Source: an optimization exercise on an open RTL-to-GDS flow (aim: small area, a short achievable clock period and few clock cycles). Production flows keep margins and buffers that such runs may drop. Function was checked by simulation only, so behaviour that the tests miss may differ from the original.

==> design/flow/config.mk <==
export PLATFORM = sky130hd
export DESIGN_NAME = top
export DESIGN_NICKNAME = top
export VERILOG_FILES = /design/flow/design.v
export SDC_FILE = /design/flow/constraint.sdc
export NUM_CORES = 4
export LEC_CHECK = 0
export CAP_MARGIN = 20
export CORE_MARGIN = 2
export CORE_UTILIZATION = 40
export PLACE_DENSITY = 0.75
export SLEW_MARGIN = 20
==> design/flow/constraint.sdc <==
create_clock -name core_clock -period 16.0 [get_ports {clk}]
set_input_delay 3.2000 -clock core_clock [delete_from_list [all_inputs] [get_ports {clk}]]
set_output_delay 3.2000 -clock core_clock [all_outputs]
set_load 0.01 [all_outputs]
==> design/flow/design.v <==
module top(
    input  wire        clk,
    input  wire        rst,
    input  wire [63:0] i_data,
    input  wire        start,
    output wire [15:0] address,
    output reg         o_valid,
    output reg  [63:0] out_data,
    output reg         out_valid,
    output reg         done,
    output reg  [15:0] o_address,
    output wire [9:0]  done_cnt
);
    reg  [6:0] n;
    reg  [2:0] m;           
    reg        done_r;
    wire [6:0] n1 = n + 7'd1;
    assign address  = {9'd0, n};
    assign done_cnt = {9'd0, done_r};
    reg row0;               
    reg hopf;               
    reg flush;              
    reg left, right;        
    reg leftv;              
    always @(posedge clk) begin
        if (rst || !start) begin
            n       <= 7'd0;
            m       <= 3'd0;
            o_valid <= 1'b1;
            row0    <= 1'b0;
            hopf    <= 1'b0;
            flush   <= 1'b0;
            left    <= 1'b0;
            right   <= 1'b0;
            leftv   <= 1'b0;
        end else if (n != 7'd114) begin
            n       <= n1;
            m       <= (m == 3'd4) ? 3'd0 : m + 3'd1;
            o_valid <= (n1 < 7'd100);
            row0    <= (n1 >= 7'd2)  && (n1 < 7'd7);
            hopf    <= (n1 >= 7'd3)  && (n1 < 7'd13);
            flush   <= (n1 >= 7'd102);
            left    <= (m == 3'd3);            
            right   <= (m == 3'd2);            
            leftv   <= (m == 3'd2);            
        end
    end
    always @(posedge clk) begin
        if (rst) begin
            out_valid <= 1'b0;
            done      <= 1'b0;
            done_r    <= 1'b0;
        end else begin
            out_valid <= start && (n >= 7'd14) && (n <= 7'd113);
            done      <= start && (n == 7'd113);
            if (start && n == 7'd113) done_r <= 1'b1;
        end
    end
    function gt16(input [15:0] a, input [15:0] b);
        reg [15:0] g, l;
        reg [7:0] g1, l1;
        reg [3:0] g2, l2;
        reg [1:0] g3, l3;
        integer i;
        begin
            g = a & ~b;
            l = ~a & b;
            for (i = 0; i < 8; i = i + 1) begin
                g1[i] = g[2*i+1] | (~l[2*i+1] & g[2*i]);
                l1[i] = l[2*i+1] | (~g[2*i+1] & l[2*i]);
            end
            for (i = 0; i < 4; i = i + 1) begin
                g2[i] = g1[2*i+1] | (~l1[2*i+1] & g1[2*i]);
                l2[i] = l1[2*i+1] | (~g1[2*i+1] & l1[2*i]);
            end
            for (i = 0; i < 2; i = i + 1) begin
                g3[i] = g2[2*i+1] | (~l2[2*i+1] & g2[2*i]);
                l3[i] = l2[2*i+1] | (~g2[2*i+1] & l2[2*i]);
            end
            gt16 = g3[1] | (~l3[1] & g3[0]);
        end
    endfunction
    function [15:0] max2(input [15:0] a, input [15:0] b);
        max2 = gt16(a, b) ? a : b;
    endfunction
    reg  [255:0] ring [0:4];    
    wire [255:0] head = ring[4];
    wire [63:0]  hQ = head[255:192], hR = head[191:128], hS = head[127:64], hY = head[63:0];
    wire [255:0] r0 = ring[0];
    wire [63:0]  r0R = r0[255:192], r0S = r0[191:128], r0P = r0[127:64], r0X = r0[63:0];
    reg  [63:0]  X;
    wire [63:0]  x = X;
    reg  [63:0]  vout, pn, q1;
    integer j;
    always @(*) begin
        for (j = 0; j < 4; j = j + 1) begin
            vout[16*j +: 16] = (flush || gt16(hQ[16*j +: 16], x[16*j +: 16])) ? hQ[16*j +: 16] : x[16*j +: 16];
            pn[16*j +: 16]   = (!row0 && (flush || gt16(hY[16*j +: 16], x[16*j +: 16])))
                               ? hY[16*j +: 16] : x[16*j +: 16];
            q1[16*j +: 16]   = (!hopf && gt16(r0R[16*j +: 16], r0P[16*j +: 16])) ? r0R[16*j +: 16] : r0P[16*j +: 16];
        end
    end
    always @(posedge clk) begin
        X       <= i_data;
        ring[0] <= {hR, hS, pn, x};
        ring[1] <= {q1, r0S, r0P, r0X};
        ring[2] <= ring[1];
        ring[3] <= ring[2];
        ring[4] <= ring[3];
    end
    reg [63:0] Vr;
    reg [15:0] so0, sp3, ss1, ss2, sq3;     
    reg [15:0] pq3;                         
    wire [15:0] q0 = Vr[15:0], q1v = Vr[31:16], q2 = Vr[47:32], q3 = Vr[63:48];
    wire [15:0] p1 = max2(q0, q1v);
    wire [15:0] s2 = max2(q2, q3);
    wire [15:0] lq = (!leftv && gt16(ss2, q2)) ? ss2 : q2;
    wire [15:0] o0n = max2(lq, p1);
    wire [15:0] p3 = max2(p1, s2);
    wire [15:0] s1 = max2(q1v, s2);
    wire [15:0] o1 = (!left  && gt16(pq3, sp3)) ? pq3 : sp3;
    wire [15:0] o2 = (!right && gt16(q0, sp3))  ? q0  : sp3;
    wire [15:0] o3 = (!right && gt16(p1, ss1))  ? p1  : ss1;
    always @(posedge clk) begin
        Vr        <= vout;
        so0       <= o0n;
        sp3       <= p3;
        ss1       <= s1;
        ss2       <= s2;
        sq3       <= q3;
        pq3       <= sq3;
        out_data  <= {o3, o2, o1, so0};
        o_address <= {9'd0, n - 7'd14};
    end
endmodule
==> design/flow/flow/run.sh <==
#!/bin/bash
# The standard layout (bash standard.sh), with two changes to how it is made; the clock,
# the SDC and the synthesis are unchanged:
#  - timing repair aims at a setup slack of 11.5 ns instead of 0, so the resizer keeps
#    shortening the critical paths well below the 16 ns clock period;
#  - the port buffers are buf_4 cells rather than the resizer's default choice.
set -euo pipefail
bash standard.sh SETUP_SLACK_MARGIN=11.5 "BUFFER_PORTS_ARGS=-buffer_cell sky130_fd_sc_hd__buf_4" "CTS_ARGS=-sink_clustering_enable -repair_clock_nets -buf_list sky130_fd_sc_hd__clkbuf_8 -sink_clustering_size 18 -sink_clustering_max_diameter 55 -dont_use_dummy_load" finish > standard_flow.log 2>&1
==> design/flow/standard.sh <==
#!/bin/bash
# synth_recipe.tcl (not shown) runs the flow's synth.tcl, then flattens the netlist and writes it again
# the make line also repeats each setting of config.mk as NAME=value (left out here)
make -C /OpenROAD-flow-scripts/flow DESIGN_CONFIG=/design/flow/config.mk WORK_HOME=/design/flow/orfs CLKGATE_MAP_FILE= SYNTH_SCRIPT=/design/flow/synth_recipe.tcl "${@:-finish}"
==> results.txt, run 1 <==
status: timing/DRC/antenna clean
critical path cell sequence: buf_6
final setup fails: 0
max incr delay on CP: 410 ps
setup TNS: 0 ps
crit-path max FO: 1
root buffer cell: clkbuf_8
Final ANT Viol Nets: 0
GR Util met1: 0.210
layout cells sized above 1: 0.187
syn_area_per_cell: 13.3 um2
Initial Utilization: 0.403
Final Cycle Share: 0.282
# nets final: 3,583
initial drt markers: 1,736
max cap viols: 0
CP startpoint kind: register
most common cell after layout, fill and taps aside: dfxtp_1
Remaining DRCs: 0
Critical Path End Type: output port
Final Hold Fails: 0
chip width: 333 um
maximum clock rate: 222 MHz
worst hold slack: 268 ps
final setup margin: 11,490 ps
die area: 0.111 mm2
clk latency of the worst-skew pair: 800 ps
Buf+Inv Stages, Crit Path: 1
Std-Cell Core Area: 0.107 mm2
DP Worst Slack: 10,760 ps
Crit Path Class: register to output port
vias per cell: 4.65
worst-margin pin slew: 1090 ps
CTS tree: yes
DR vias: 22,800
Die Height: 333 um
CTS Buf Count: 118
register area share after synthesis: 0.739
wire per inst: 17.8 um
CP required: 12,800 ps
Slew Viols, Final: 0
Tmin final: 4510 ps
dpl cells: 4,734
Post-CTS Hold Buffers: 0
synth-to-layout area growth: 13.2%
worst hold path type: register to register
met2 Use GR: 0.230
DRT Pass-1 Iters: 6
clock skew: 82.6 ps
Global Route Usage Sum: 0.152
H-tree depth: 3
Cell variety after synth: 77
Primary FF master, synth: dfxtp_1
Non-Filler Instances: 4,909
port buffer count: 148
routed wire length: 87,300 um
IO Count: 176
first-pass GRT wire length: 128,000 um
routability cong.: 0.942
critical path's slowest cell: dfxtp_4
Syn Inst Count: 3,238
GR peak layer: met2
crit-path leading delay family: flip-flops
Syn Std Cell Area: 0.0432 mm2
grt total ovfl: 0
critical path data arrival time: 1310 ps
vias in the first global route: 21,800
clock slew at reported path FFs: 100 ps
Yosys warning total: 2
Final HPWL DP: 60,500 um
ys async rst share: 0
row cnt: 120
Max Root-Sink Buffers: 3
commonest non-fill, non-tap cells in the layout: 1,529 x dfxtp_1, 212 x inv_1, 185 x maj3_1
Yosys reg bits: 1,594
Post-synth EDFFs: 0
RSZ-0062 raised after global routing: yes
largest net degree at the start of global routing: 37
Clock Sinks: 1,594
initial antenna violation count: 1
met3 Use GR: 0.0344
Rel. slew slack: 0.276
repair_timing:
| action | 4_1_cts | 5_1_grt |
|---|---|---|
| cloned | 2 | 8 |
| gates resized for setup | 176 | 79 |
| setup buffers | 22 | 23 |
| pin swaps | 11 | 28 |
| endpoints found under the setup margin | 220 | 142 |
final timing paths:
check / start / cells after the start / to / slack (ps)
max: out_data[22] / 1 / out_data[22] / 11490
min: ring[1][69] / 0 / ring[2][69] / 270
max reg2reg: ring[0][240] / 14 / ring[1][248] / 11530
min reg2reg: ring[1][69] / 0 / ring[2][69] / 270
sequential cells by signal, indices dropped and copies added, names as in the netlist:
register / count
hopf: 1
n: 7
out_valid: 1
left: 1
sq3: 16
ring: 1280
right: 1
done: 1
flush: 1
o_address: 7
X: 64
o_valid: 1
pq3: 16
row0: 1
out_data: 64
ss1: 16
ss2: 16
done_r: 1
m: 3
Vr: 64
sp3: 16
so0: 16
per-stage QoR:
step                instance area [um2]   util
floorplan                         43300      -
global placement                  45700  0.427
detailed placement                45700  0.427
CTS                               48200  0.450
global route                      48900  0.457
finish                            48900  0.457
area by class of cell:
class                      count  area [um2]
antenna                        2        5.00
inverter                     213         800
clock buffer                 118        1620
multi-input combinational   1365       10600
fill                        9427       58200
timing repair buffer         214        1980
tap                         1403        1760
sequential                  1594       32100
cells by family after synthesis:
family                     after synthesis  synth area share
AOI/OAI and AO/OA                      382            0.0573
xor gates and xnor gates                12           0.00243
adders and majority gates              221            0.0525
buffers and inverters                  309            0.0309
DFF                                   1594             0.739
muxes                                  245            0.0631
other                                    1         0.0000869
and+or+nand+nor                        474            0.0546
layer usage:
layer,vias to the layer above,part of all wire
met5,-,0
met3,164,0.064
met1,10900,0.47
met4,0,0.032
li1,11200,-
met2,627,0.43
Yosys cell counts (all sizes together), types with 5 or more instances:
cell | n | area share
o21ai | 136 | 0.016
nor4 | 5 | 0.00087
o31ai | 9 | 0.0019
and2 | 7 | 0.0010
nor2 | 88 | 0.0077
o22ai | 26 | 0.0038
nor3b | 5 | 0.00087
o21a | 5 | 0.00087
a21oi | 66 | 0.0078
a22o | 5 | 0.0010
mux2 | 160 | 0.043
nor4b | 15 | 0.0030
a221oi | 14 | 0.0032
nand2b | 67 | 0.0097
maj3 | 211 | 0.050
mux2i | 85 | 0.020
nand2 | 153 | 0.013
o21bai | 15 | 0.0026
a31oi | 12 | 0.0017
nand3 | 12 | 0.0014
o311ai | 6 | 0.0012
nor3 | 43 | 0.0050
xor2 | 9 | 0.0018
nor2b | 61 | 0.0090
a21boi | 6 | 0.0010
o211ai | 11 | 0.0020
inv | 213 | 0.019
ha | 10 | 0.0029
dfxtp | 1594 | 0.74
a211oi | 8 | 0.0014
buf | 54 | 0.0087
a21o | 16 | 0.0028
a221o | 6 | 0.0014
a22oi | 5 | 0.00087
clkbuf | 42 | 0.0037
Testbench counts, summed over its fixed seeds: cycles 2,736.
==> run 2: changes to the inputs <==
--- a/design/flow/config.mk
+++ b/design/flow/config.mk
@@ -10,3 +10,2 @@
 export CORE_UTILIZATION = 40
-export PLACE_DENSITY = 0.75
 export SLEW_MARGIN = 20
==> run 2 against run 1 <==
Worst setup slack worse by 3.8 ps. Highest routed layer unchanged. Final area grew 0.31%. Maximum frequency about the same. Synthesized area unchanged.
==> results.txt, run 2 <==
root buffer cell: clkbuf_8
CTS Buf Count: 121 (+2.5%)
worst-margin pin slew: 1220 ps (+133 ps)
die area: 0.111 mm2 (unchanged)
crit-path max FO: 1 (unchanged)
max FFs per register: 1,280 (unchanged)
Synth top cells by count: 1,594 x dfxtp_1, 212 x inv_1, 188 x maj3_1, 153 x nand2_1, 133 x o21ai_0
ys async rst share: 0 (unchanged)
Buf+Inv Stages, Crit Path: 1 (unchanged)
grt total ovfl: 0 (unchanged)
Synth top area share: 0.739 (unchanged)
chip width: 333 um (unchanged)
routed metal-1 wire length: 42,700 um (+3.3%)
Final Hold Fails: 0 (unchanged)
met2 wire len: 37,300 um (-0.76%)
metal3 WL: 4640 um (-17%)
H-tree depth: 3 (unchanged)
critical path cell sequence: buf_6
initial antenna violation count: 3 (+2)
Max Root-Sink Buffers: 3 (unchanged)
Final HPWL DP: 58,800 um (-2.7%)
crit-path leading delay family: flip-flops
routed wire length: 86,800 um (-0.59%)
Top reg by flops: ring
top cells by area, synth: dfxtp_1 74%, maj3_1 4.4%, mux2_2 3.4%
register area share after synthesis: 0.739 (unchanged)
Cell variety after synth: 77 (unchanged)
DR vias: 22,500 (-1.4%)
dpl cells: 4,735 (+0.021%)
max cap viols: 0 (unchanged)
clock slew at reported path FFs: 110 ps (about the same)
Non-Filler Instances: 4,934 (+0.51%)
final setup fails: 0 (unchanged)
Final Cycle Share: 0.282 (about the same)
Syn Std Cell Area: 0.0432 mm2 (unchanged)
Primary FF master, synth: dfxtp_1
port buffer count: 148 (unchanged)
Critical Path End Type: output port
synth-to-layout area growth: 13.6%
Initial Utilization: 0.403 (unchanged)
RSZ-0062 raised after global routing: yes
largest net degree at the start of global routing: 46 (+24%)
final setup margin: 11,490 ps (-3.80 ps)
critical path data arrival time: 1310 ps (about the same)
Yosys reg bits: 1,594 (unchanged)
Crit Path Class: register to output port
clock skew: 82.8 ps (+0.212 ps)
Highest Signal Layer: met4
IO Count: 176 (unchanged)
vias in the first global route: 21,700 (-0.37%)
vias per cell: 4.56 (-1.9%)
Std-Cell Core Area: 0.107 mm2 (unchanged)
Global Route Usage Sum: 0.153 (+0.00124)
Rel. slew slack: 0.186 (-0.0898)
max incr delay on CP: 410 ps (about the same)
layout cells sized above 1: 0.196 (+0.00864)
Remaining DRCs: 0 (unchanged)
Tmin final: 4510 ps (+3.80 ps)
syn_area_per_cell: 13.3 um2 (unchanged)
wire per inst: 17.6 um (-1.1%)
DP Worst Slack: 10,690 ps (-66.8 ps)
Post-CTS Hold Buffers: 0 (unchanged)
Die Height: 333 um (unchanged)
CP startpoint kind: register
most numerous cell in the Yosys netlist: dfxtp_1
CTS tree: yes
critical path's slowest cell: dfxtp_4
Syn Inst Count: 3,238 (unchanged)
status: timing/DRC/antenna clean
routability cong.: 0.873 (-7.3%)
clk latency of the worst-skew pair: 790 ps (about the same)
Slew Viols, Final: 0 (unchanged)
row cnt: 120 (unchanged)
post-synth top area cell: dfxtp_1
Clock Sinks: 1,594 (unchanged)
worst hold path type: register to register
R2R setup slack: 11,560 ps (+30 ps)
setup TNS: 0 ps (unchanged)
commonest non-fill, non-tap cells in the layout: 1,506 x dfxtp_1, 210 x inv_1, 179 x maj3_1
initial drt markers: 1,215 (-30%)
CP required: 12,800 ps (about the same)
DRT Pass-1 Iters: 5 (-1)
Post-synth EDFFs: 0 (unchanged)
Final ANT Viol Nets: 0 (unchanged)
# nets final: 3,602 (+0.53%)
most common cell after layout, fill and taps aside: dfxtp_1
Yosys warning total: 2 (unchanged)
first-pass GRT wire length: 129,000 um (+1.1%)
maximum clock rate: 222 MHz (about the same)
## run 2: cell types whose count changed in the layout (fill, tap and decap cells not counted), moves of 9 or more
cell and change:
mux2i_1 +9, dfxtp_2 +13, buf_6 +14, dfxtp_1 -23, dfxtp_4 +10
## run 2: worst register-to-register path: cells and delay by family, from the launching register on
kind / cells / cell delay (ps)
buf+inv: 1 / 170
mux: 1 / 330
fa+ha+maj: 10 / 3140
compound gates: 1 / 250
simple gates: 1 / 120
flops: 1 / 340
## run 2: layout make-up
type	instances	area (um2)
antenna	8	20.0
clock buffer	121	1670
tap	1403	1760
multi-input combinational	1364	10500
inverter	213	800
fill	9629	58000
timing repair buffer	231	2140
sequential	1594	32100
## run 2: final timing paths
path	start	to	cells past startpoint
max	out_data[21]	out_data[21]	1
min	ring[1][16]	ring[2][16]	0
max reg2reg	ring[0][240]	ring[1][241]	14
min reg2reg	ring[1][16]	ring[2][16]	0
## run 2: cell families (layout without fill, tap and decap cells)
group / count (synthesis) / in the layout / share of synthesized area
AO/OA/AOI/OAI: 382 / 384 / 0.0573
XOR/XNOR: 12 / 12 / 0.00243
adder cells (fa/ha/maj): 221 / 222 / 0.0525
buffers and inverters: 309 / 565 / 0.0309
flip-flops: 1594 / 1594 / 0.739
multiplexers: 245 / 245 / 0.0631
other: 1 / 35 / 0.0000869
AND/OR/NAND/NOR: 474 / 474 / 0.0546
## run 2: layer usage
layer  track usage  vias up
met5             0        -
met2         0.233      499
met3        0.0283      147
met4        0.0504        0
met1         0.218    10700
li1              -    11200
## run 2: what timing repair did
item / CTS / global route
gates resized for setup: 200 / 86
setup buffers: 29 / 26
pin swaps: 11 / 31
endpoints found under the setup margin: 213 / 177
gates cloned: 3 / 12
## run 2: stage by stage
step                      utilization  instance area (um2)  hold WS, ps
after global placement          0.427                45800          310
after CTS                       0.451                48300          240
after floorplan                     -                43300          310
final                           0.458                49000          258
after global routing            0.458                49000          257
after detailed placement        0.427                45800          312
==> run 3: changes to the inputs <==
--- a/design/flow/config.mk
+++ b/design/flow/config.mk
@@ -10,2 +10,3 @@
 export CORE_UTILIZATION = 40
+export GPL_TIMING_DRIVEN = 0
 export SLEW_MARGIN = 20
==> run 3 against run 2 <==
Core utilization increased by 0.53 points. Global-route usage about the same. Final cell count grew 1.3%. Largest cell class unchanged. Critical path type unchanged. Routed wire length shrank 0.40%.
==> results.txt, run 3 <==
Final Cycle Share: 0.282 (-0.000319)
maximum clock rate: 222 MHz (+0.11%)
clk latency of the worst-skew pair: 780 ps (about the same)
Remaining DRCs: 0 (unchanged)
setup TNS: 0 ps (unchanged)
routability cong.: 0.908 (+4.0%)
worst-margin pin slew: 1200 ps (-22.3 ps)
Critical Path Stages: 1 (unchanged)
Reg-to-Reg End: ring[1][254]
initial antenna violation count: 4 (+1)
DR vias: 22,900 (+1.8%)
Area after DPL: 0.0462 mm2 (+0.89%)
crit-path leading delay family: flip-flops
max cap viols: 0 (unchanged)
CP required: 12,800 ps (about the same)
Post-synth EDFFs: 0 (unchanged)
Die Height: 333 um (unchanged)
vias per cell: 4.59 (+0.56%)
DRT Pass-1 Iters: 5 (unchanged)
Yosys reg bits: 1,594 (unchanged)
Critical Path End: out_data[17]
post-synth top area cell: dfxtp_1
grt total ovfl: 0 (unchanged)
R2R setup slack: 11,570 ps (about the same)
CTS tree: yes
die area: 0.111 mm2 (unchanged)
Yosys warning total: 2 (unchanged)
CP startpoint kind: register
critical path cell sequence: buf_6
Syn Inst Count: 3,238 (unchanged)
H-tree depth: 3 (unchanged)
Synth top area share: 0.739 (unchanged)
Critical Path End Type: output port
most numerous cell in the Yosys netlist: dfxtp_1
Max Root-Sink Buffers: 3 (unchanged)
status: timing/DRC/antenna clean
R2R cell count: 14 (unchanged)
Primary FF master, synth: dfxtp_1
critical path's slowest cell: dfxtp_4
Slew Viols, Final: 0 (unchanged)
worst hold path type: register to register
layout cells sized above 1: 0.211 (+0.0152)
CTS Buf Count: 117 (-3.3%)
Global Route Usage Sum: 0.153 (-0.000234)
worst hold slack: 241 ps (-17.1 ps)
first-pass GRT wire length: 129,000 um (-0.36%)
routed wire length: 86,500 um (-0.40%)
Std-Cell Core Area: 0.107 mm2 (unchanged)
row cnt: 120 (unchanged)
Syn Std Cell Area: 0.0432 mm2 (unchanged)
Initial Utilization: 0.403 (unchanged)
initial drt markers: 1,392 (+15%)
final setup margin: 11,490 ps (+5.10 ps)
Final Hold Fails: 0 (unchanged)
Cell variety after synth: 77 (unchanged)
clock slew at reported path FFs: 110 ps (about the same)
critical path data arrival time: 1310 ps (about the same)
top cells by area, synth: dfxtp_1 74%, maj3_1 4.4%, mux2_2 3.4%
synth-to-layout area growth: 14.9%
vias in the first global route: 21,600 (-0.75%)
clock skew: 74.8 ps (-7.98 ps)
root buffer cell: clkbuf_8
register area share after synthesis: 0.739 (unchanged)
chip width: 333 um (unchanged)
Clock Sinks: 1,594 (unchanged)
DP Worst Slack: 10,530 ps (-154 ps)
Tmin final: 4510 ps (-5.10 ps)
final setup fails: 0 (unchanged)
Final HPWL DP: 60,600 um (+3.1%)
max FFs per register: 1,280 (unchanged)
Top reg by flops: ring
max incr delay on CP: 410 ps (about the same)
Final ANT Viol Nets: 0 (unchanged)
commonest non-fill, non-tap cells in the layout: 1,518 x dfxtp_1, 210 x inv_1, 179 x maj3_1
Crit Path Class: register to output port
IO Count: 176 (unchanged)
RSZ-0062 raised after global routing: yes
# nets final: 3,670 (+1.9%)
syn_area_per_cell: 13.3 um2 (unchanged)
ys async rst share: 0 (unchanged)
port buffer count: 148 (unchanged)
worst reg2reg path startpoint: ring[0][240]
crit-path max FO: 1 (unchanged)
largest net degree at the start of global routing: 19 (-59%)
Rel. slew slack: 0.202 (+0.0160)
most common cell after layout, fill and taps aside: dfxtp_1
Synth top cells by count: 1,594 x dfxtp_1, 212 x inv_1, 188 x maj3_1, 153 x nand2_1, 133 x o21ai_0
fin area: 0.0496 mm2 (+1.2%)
Buf+Inv Stages, Crit Path: 1 (unchanged)
wire per inst: 17.3 um (-1.6%)
CP Launch Point: out_data[17]
## run 3: changes by cell type in the layout (fill, tap and decap cells not counted), sizes merged
cell    before  now
buf        226  264
clkbuf     125  159
diode        8    2
a21o        17   16
a31oi       13   12
bufbuf       1    0
maj3       212  211
## run 3: cell type report
type | instances | area (um2)
antenna | 2 | 5.00
buffer | 96 | 664
clock buffer | 117 | 1610
fill | 9609 | 57500
inverter | 213 | 802
multi-input combinational | 1361 | 10800
sequential | 1594 | 32100
tap | 1403 | 1760
timing repair buffer | 210 | 1870
## run 3: logic make-up after synthesis
group,count (synthesis),share of synthesized area
flip-flops,1594,0.739
AND/OR/NAND/NOR,474,0.0546
AO/OA/AOI/OAI,382,0.0573
buffers and inverters,309,0.0309
multiplexers,245,0.0631
adder cells (fa/ha/maj),221,0.0525
XOR/XNOR,12,0.00243
other,1,0.0000869
## run 3: what timing repair did
item                       CTS  global route
gates cloned                 0             2
buffers inserted            31            28
hold buffers                 0             0
pin swaps                   12            22
resized for setup          240           150
setup endpoints to repair  234           188
## run 3: worst register-to-register path, delay by kind of cell, from the launching register on
| kind | cells | cell delay (ps) |
|---|---|---|
| fa+ha+maj | 10 | 3150 |
| mux | 1 | 310 |
| simple gates | 1 | 130 |
| compound gates | 1 | 190 |
| flops | 1 | 330 |
| buf+inv | 1 | 180 |
## run 3: per-layer routing
| metal | vias to the layer above | global-route usage | wire length, um | share of wire |
|---|---|---|---|---|
| li1 | 11300 | - | - | - |
| met1 | 10900 | 0.218 | 42300 | 0.49 |
| met2 | 587 | 0.230 | 36900 | 0.43 |
| met3 | 148 | 0.0306 | 4890 | 0.057 |
| met4 | 0 | 0.0538 | 2380 | 0.028 |
| met5 | - | 0 | 0 | 0 |
## run 3: metrics by stage
step	util	cells
global placement	0.431	4815
detailed placement	0.431	4816
global route	0.463	4995
floorplan	-	3264
CTS	0.456	4964
finish	0.463	4996
## run 3: worst min path at each step
stage | from | end | slack [ps] | depth (start not counted)
floorplan | so0[0] | out_data[0] | 310 | 0
global placement | ring[1][32] | ring[2][32] | 310 | 0
detailed placement | ring[1][73] | ring[2][73] | 310 | 0
CTS | ring[3][98] | ring[4][98] | 240 | 0
global route | ring[3][98] | ring[4][98] | 250 | 0
finish | ring[3][98] | ring[4][98] | 240 | 0
==> run 4: changes to the inputs <==
--- a/design/flow/flow/run.sh
+++ b/design/flow/flow/run.sh
@@ -5,3 +5,4 @@
 #    shortening the critical paths well below the 16 ns clock period;
-#  - the port buffers are buf_4 cells rather than the resizer's default choice.
+#  - the port buffers are buf_4 cells rather than the resizer's default choice;
+#  - the clock tree uses the CTS options below (clkbuf_8 buffers, no dummy loads).
 set -euo pipefail
--- a/design/flow/config.mk
+++ b/design/flow/config.mk
@@ -7,2 +7,3 @@
 export LEC_CHECK = 0
+export ABC_AREA = 1
 export CAP_MARGIN = 20
@@ -10,3 +11,2 @@
 export CORE_UTILIZATION = 40
-export GPL_TIMING_DRIVEN = 0
 export SLEW_MARGIN = 20
==> run 4 against run 3 <==
Register-to-register slack gained 550 ps. Worst hold slack lost 1.9 ps. First-iteration DRC count grew 22%. Non-clock buffer count shrank 145. Worst setup slack gained 8.0 ps. Routed wire length shrank 0.41%. Critical endpoint is now out_data[50].
==> results.txt, run 4 <==
Remaining DRCs: 0 (unchanged)
Non-Filler Instances: 5,717 (+14%)
Top reg by flops: ring
Fillers: 10,000 (+4.6%)
Crit Path Class: register to output port
DRT Pass-1 Iters: 6 (+1)
setup TNS: 0 ps (unchanged)
Yosys reg bits: 1,594 (unchanged)
fin area: 0.0477 mm2 (-3.8%)
worst hold slack: 239 ps (-1.92 ps)
Post-synth EDFFs: 0 (unchanged)
crit-path leading delay family: flip-flops
Primary FF master, synth: dfxtp_1
largest net degree at the start of global routing: 33 (+14)
Yosys warning total: 2 (unchanged)
max FFs per register: 1,280 (unchanged)
Cell variety after synth: 55 (-29%)
Area after DPL: 0.0457 mm2 (-0.98%)
Synth top area share: 0.738 (-0.00118)
RSZ-0062 raised after global routing: yes
Synth top cells by count: 1,594 x dfxtp_1, 915 x nand2_1, 391 x inv_1, 293 x o21ai_0, 231 x nor2_1
Slew Viols, Final: 0 (unchanged)
Syn Std Cell Area: 0.0432 mm2 (+0.16%)
critical path's slowest cell: dfxtp_4
Critical Path End Type: output port
Hold Path Sink: ring[4][114]
register area share after synthesis: 0.738 (-0.00118)
CTS tree: yes
Rel. slew slack: 0.304 (+0.102)
max incr delay on CP: 370 ps (-40 ps)
root buffer cell: clkbuf_8
clk latency of the worst-skew pair: 800 ps (+20 ps)
layout cells sized above 1: 0.0955 (-0.116)
worst min-delay path startpoint: ring[3][114]
Post-CTS Hold Buffers: 0 (unchanged)
maximum clock rate: 222 MHz (+0.18%)
dpl cells: 5,590 (+16%)
Die Height: 333 um (about the same)
final setup fails: 0 (unchanged)
post-synth top area cell: dfxtp_1
post-layout util: 0.445 (-0.0183)
routability cong.: 0.934 (+2.8%)
R2R setup slack: 12,120 ps (+550 ps)
R2R cell count: 19 (+5)
Std-Cell Core Area: 0.107 mm2 (+0.14%)
top cells by area, synth: dfxtp_1 74%, nand2_1 7.9%, inv_1 3.4%
Global Route Usage Sum: 0.153 (+0.000753)
Final HPWL DP: 62,400 um (+2.9%)
initial antenna violation count: 4 (unchanged)
worst hold path type: register to register
max cap viols: 0 (unchanged)
commonest non-fill, non-tap cells in the layout: 1,535 x dfxtp_1, 915 x nand2_1, 391 x inv_1
most common cell after layout, fill and taps aside: dfxtp_1
CTS Buf Count: 119 (+1.7%)
initial drt markers: 1,696 (+22%)
Final ANT Viol Nets: 0 (unchanged)
# nets final: 4,392 (+20%)
crit-path max FO: 1 (unchanged)
vias in the first global route: 24,000 (+11%)
first-pass GRT wire length: 132,000 um (+2.7%)
Clock Sinks: 1,594 (unchanged)
CP startpoint kind: register
critical path data arrival time: 1300 ps (about the same)
worst reg2reg path startpoint: Vr[43]
WHS Path Cells: 0 (unchanged)
syn_area_per_cell: 10.5 um2 (-21%)
Initial Utilization: 0.403 (about the same)
chip width: 333 um (about the same)
worst-margin pin slew: 1040 ps (-155 ps)
Buf+Inv Stages, Crit Path: 1 (unchanged)
port buffer count: 148 (unchanged)
CP required: 12,800 ps (about the same)
Syn Inst Count: 4,104 (+27%)
status: timing/DRC/antenna clean
Max Root-Sink Buffers: 3 (unchanged)
critical path cell sequence: buf_6
clock slew at reported path FFs: 110 ps (about the same)
Reg-to-Reg End: so0[0]
die area: 0.111 mm2 (+0.16%)
grt total ovfl: 0 (unchanged)
IO Count: 176 (unchanged)
row cnt: 120 (unchanged)
DR vias: 25,900 (+13%)
H-tree depth: 3 (unchanged)
Final Hold Fails: 0 (unchanged)
synth-to-layout area growth: 10.3%
most numerous cell in the Yosys netlist: dfxtp_1
routed wire length: 86,100 um (-0.41%)
vias per cell: 4.53 (-1.4%)
Tmin final: 4500 ps (-8.00 ps)
ys async rst share: 0 (unchanged)
Final Cycle Share: 0.281 (-0.000500)
wire per inst: 15.1 um (-13%)
clock skew: 144 ps (+69.0 ps)
run 4: changes by cell type in the layout (fill, tap and decap cells not counted), moves of 40 or more:
| cell | before | now |
|---|---|---|
| o21ai_0 | 124 | 292 |
| nor2b_1 | 60 | 0 |
| nor2_1 | 85 | 231 |
| maj3_1 | 179 | 0 |
| nand2b_1 | 66 | 0 |
| mux2_2 | 126 | 0 |
| mux2i_1 | 40 | 0 |
| buf_4 | 177 | 106 |
| nand3_1 | 12 | 198 |
| inv_1 | 210 | 391 |
| nand2_1 | 152 | 915 |
run 4: worst max-delay path by stage:
| stage | startpoint | end | slack, ps | cells after the start |
|---|---|---|---|---|
| floorplan | start | flush | 11820 | 8 |
| global placement | rst | flush | 11360 | 8 |
| detailed placement | rst | flush | 11380 | 8 |
| CTS | out_data[54] | out_data[54] | 11410 | 1 |
| global route | out_data[50] | out_data[50] | 11440 | 1 |
| finish | out_data[50] | out_data[50] | 11500 | 1 |
run 4: metrics by stage:
step	setup WS (ps)
4_1_cts	11410
3_3_place_gp	11360
6_report	11500
2_1_floorplan	11820
3_5_place_dp	11380
5_1_grt	11440
run 4: layer usage:
metal | track usage | wire length, um
met5 | 0 | 0
met3 | 0.0262 | 4510
met1 | 0.207 | 40800
met4 | 0.0487 | 2010
met2 | 0.251 | 38800
run 4: layout make-up:
type                       count  area, um2  area share
multi-input combinational   2025       9330       0.196
clock buffer                 119       1640      0.0343
antenna                        1       2.50   0.0000525
tap                         1403       1760      0.0368
timing repair buffer         161       1420      0.0297
sequential                  1594      32000       0.671
inverter                     414       1550      0.0326
run 4: repair_timing:
item | CTS | global route
resized for setup | 121 | 3
setup endpoints to repair | 62 | 41
buffers inserted | 3 | 4
pin swaps | 0 | 0
run 4: cell families after synthesis:
kind of cell             Yosys count  synth area share
adder cells (fa/ha/maj)           10           0.00289
flip-flops                      1594             0.738
other                              1         0.0000867
buffers and inverters            511            0.0487
AO/OA/AOI/OAI                    559            0.0745
AND/OR/NAND/NOR                 1422             0.135
XOR/XNOR                           7           0.00142
==> run 5: changes to the inputs <==
==> design/flow/flow/run.sh (replaced) <==
#!/bin/bash
# The standard layout (bash standard.sh), with two changes to how it is made; the clock,
# the SDC and the synthesis are unchanged:
#  - timing repair aims at a setup slack of 11.6 ns instead of 0, so the resizer keeps
#    shortening the critical paths well below the 16 ns clock period;
#  - the port buffers are buf_4 cells rather than the resizer's default choice.
set -euo pipefail
bash standard.sh SETUP_SLACK_MARGIN=11.6 "BUFFER_PORTS_ARGS=-buffer_cell sky130_fd_sc_hd__buf_4" "CTS_ARGS=-sink_clustering_enable -repair_clock_nets -buf_list sky130_fd_sc_hd__clkbuf_8 -sink_clustering_size 18 -sink_clustering_max_diameter 55 -dont_use_dummy_load" finish > standard_flow.log 2>&1
--- a/design/flow/config.mk
+++ b/design/flow/config.mk
@@ -7,3 +7,2 @@
 export LEC_CHECK = 0
-export ABC_AREA = 1
 export CAP_MARGIN = 20
==> run 5 against run 4 <==
Final area grew 3.5%. Critical path depth is the same. First-iteration DRC count shrank 23%. Final cell count shrank 14%. Synthesized area shrank 0.16%. Routed wire length grew 1.3%. Maximum frequency shrank 0.27%. Via count shrank 13%. Largest cell class unchanged.
==> results.txt, run 5 <==
routability cong.: 0.873 (-6.5%)
largest family of logic cells by synthesized area: multiplexers
IO Count: 176 (unchanged)
Post-Synth XOR/XNOR Area: 0.00243 (+0.00102)
clock skew: 79.6 ps (-64.1 ps)
crit-path leading delay family: flip-flops
Slew Viols, Final: 0 (unchanged)
clk latency of the worst-skew pair: 790 ps (about the same)
multiplexer share of the synthesized area: 0.0631 (+0.0631)
commonest non-fill, non-tap cells in the layout: 1,473 x dfxtp_1, 209 x inv_1, 171 x maj3_1
DP Worst Slack: 10,690 ps (-694 ps)
most numerous cell in the Yosys netlist: dfxtp_1
final setup margin: 11,490 ps (-12.2 ps)
# nets final: 3,605 (-18%)
Initial Utilization: 0.403 (about the same)
Remaining DRCs: 0 (unchanged)
Final ANT Viol Nets: 0 (unchanged)
Simple-Gate Fraction of Synth Area: 0.0546 (-0.0799)
Clock Sinks: 1,594 (unchanged)
worst hold slack: 262 ps (+23.5 ps)
CP required: 12,800 ps (about the same)
Syn Std Cell Area: 0.0432 mm2 (-0.16%)
Top reg by flops: ring
Tmin final: 4510 ps (+12.2 ps)
adder-cell share of the synthesized area: 0.0525 (+0.0496)
Cell variety after synth: 77 (+40%)
Final Cycle Share: 0.282 (+0.000762)
CP startpoint kind: register
syn_area_per_cell: 13.3 um2 (+27%)
R2R setup slack: 11,690 ps (-430 ps)
worst hold path type: register to register
post-synth top area cell: dfxtp_1
top cells by area, synth: dfxtp_1 74%, maj3_1 4.4%, mux2_2 3.4%
Synth top cells by count: 1,594 x dfxtp_1, 212 x inv_1, 188 x maj3_1, 153 x nand2_1, 133 x o21ai_0
Compound-Gate Fraction of Synth Area: 0.0573 (-0.0171)
initial antenna violation count: 3 (-1)
met2 Use GR: 0.238 (-0.0130)
grt total ovfl: 0 (unchanged)
synth-to-layout area growth: 14.4%
critical path cell sequence: buf_6
die area: 0.111 mm2 (-0.16%)
Final Hold Fails: 0 (unchanged)
Yosys reg bits: 1,594 (unchanged)
port buffer count: 148 (unchanged)
max FFs per register: 1,280 (unchanged)
H-tree depth: 3 (unchanged)
Crit Path Class: register to output port
Primary FF master, synth: dfxtp_1
worst-margin pin slew: 1090 ps (+49.7 ps)
Die Height: 333 um (about the same)
Max Root-Sink Buffers: 3 (unchanged)
Yosys warning total: 2 (unchanged)
ys async rst share: 0 (unchanged)
routed wire length: 87,300 um (+1.3%)
Critical Path End Type: output port
Post-synth EDFFs: 0 (unchanged)
maximum clock rate: 222 MHz (-0.27%)
RSZ-0062 raised after global routing: yes
layout cells sized above 1: 0.213 (+0.117)
Std-Cell Core Area: 0.107 mm2 (-0.14%)
first-pass GRT wire length: 131,000 um (-0.70%)
initial drt markers: 1,301 (-23%)
register area share after synthesis: 0.739 (+0.00118)
Syn Inst Count: 3,238 (-21%)
clock slew at reported path FFs: 100 ps (about the same)
chip width: 333 um (about the same)
crit-path max FO: 1 (unchanged)
setup TNS: 0 ps (unchanged)
largest net degree at the start of global routing: 37 (+12%)
Rel. slew slack: 0.272 (-0.0325)
critical path data arrival time: 1310 ps (about the same)
root buffer cell: clkbuf_8
final setup fails: 0 (unchanged)
vias per cell: 4.58 (+1.2%)
met3 Use GR: 0.0292 (+0.00297)
DR vias: 22,600 (-13%)
Buf+Inv Stages, Crit Path: 1 (unchanged)
max cap viols: 0 (unchanged)
CTS tree: yes
vias in the first global route: 22,100 (-7.9%)
wire per inst: 17.7 um (+17%)
CTS Buf Count: 121 (+1.7%)
row cnt: 120 (unchanged)
most common cell after layout, fill and taps aside: dfxtp_1
Synth top area share: 0.739 (+0.00118)
GR peak layer: met2
Final HPWL DP: 58,800 um (-5.7%)
max incr delay on CP: 410 ps (+40 ps)
status: timing/DRC/antenna clean
DRT Pass-1 Iters: 7 (+1)
Global Route Usage Sum: 0.155 (+0.00211)
critical path's slowest cell: dfxtp_4
GR Util met1: 0.220 (+0.0137)
## run 5: cell count changes in the layout (fill, tap and decap cells not counted), sizes merged, moves of 67 or more
| cell | before | now |
|---|---|---|
| buf | 161 | 229 |
| inv | 413 | 213 |
| maj3 | 0 | 212 |
| mux2 | 0 | 160 |
| mux2i | 0 | 85 |
| nand2 | 940 | 154 |
| nand2b | 0 | 67 |
| nand3 | 202 | 12 |
| nor2 | 233 | 88 |
| o21ai | 309 | 136 |
## run 5: final cells by class
| cell class | instances | area, um2 |
|---|---|---|
| Clock buffer | 121 | 1670 |
| Timing Repair Buffer | 233 | 2280 |
| Sequential cell | 1594 | 32200 |
| Tap cell | 1403 | 1760 |
| Antenna cell | 4 | 10.0 |
| Fill cell | 9623 | 57700 |
| Multi-Input combinational cell | 1365 | 10700 |
| Inverter | 213 | 800 |
## run 5: path summary, 6_finish.rpt
| check | start | to | depth (start not counted) |
|---|---|---|---|
| worst min register to register | ring[1][68] | ring[2][68] | 0 |
| worst max-delay path | out_data[21] | out_data[21] | 1 |
| worst min-delay path | ring[1][68] | ring[2][68] | 0 |
| worst max register to register | ring[4][48] | ring[0][112] | 13 |
## run 5: repair_timing
item	CTS	global route
hold buffers	0	0
gates resized for setup	284	116
setup buffers	46	11
pin swaps	30	49
gates cloned	13	3
endpoints found under the setup margin	258	254
## run 5: logic make-up (layout without fill, tap and decap cells)
family	after synthesis	after routing
other cells	1	31
xor+xnor	12	12
fa+ha+maj	221	222
compound gates	382	384
flops	1594	1594
buf+inv	309	567
mux	245	245
simple gates	474	475
## run 5: per-layer routing
layer	vias up	wire, um	share of wire
met5	-	0	0
met4	0	2320	0.027
met3	161	4420	0.051
met2	555	37400	0.43
met1	10700	43100	0.49
li1	11200	-	-
## run 5: stage by stage
step | instance area (um2) | util | std cells
after global placement | 45800 | 0.427 | 4735
after floorplan | 43300 | - | 3264
after CTS | 48900 | 0.456 | 4915
after detailed placement | 45800 | 0.427 | 4735
after global routing | 49400 | 0.461 | 4931
final | 49400 | 0.461 | 4933

==> afterwards: timing with drivers on the ports <==
No port has a modelled driver above. Below, the same layouts with a new extraction and two added sets of constraints. Step 1, drivers: a clkbuf_16 drives clk and a buf_2 each remaining input, both assumed. Step 2 adds t to the input delays and takes it off the output delays; t is the mean of the earliest and latest rising clock arrival at the registers after step 1. Input paths then give back, and output paths get back, about the clock's delay inside the block. Three values: no drivers, after step 1, after step 2; two values: the first two.
run | t (ns) | setup slack, ns | worst setup path after step 2 | worst slew at a driven data input, ns
run 1 | 0.810 | 11.492 / 11.428 / 11.525 | register to register | 0.09
run 2 | 0.816 | 11.488 / 11.423 / 11.500 | input to register | 0.06
run 3 | 0.809 | 11.493 / 11.427 / 11.433 | input to register | 0.05
run 4 | 0.793 | 11.501 / 11.441 / 11.321 | input to register | 0.05
run 5 | 0.811 | 11.489 / 11.424 / 11.504 | input to register | 0.06
After both steps setup and hold are still met in every run listed. The setup slack of run 4, which loses most, moves by -0.060 ns with the drivers and by -0.180 ns with both steps.
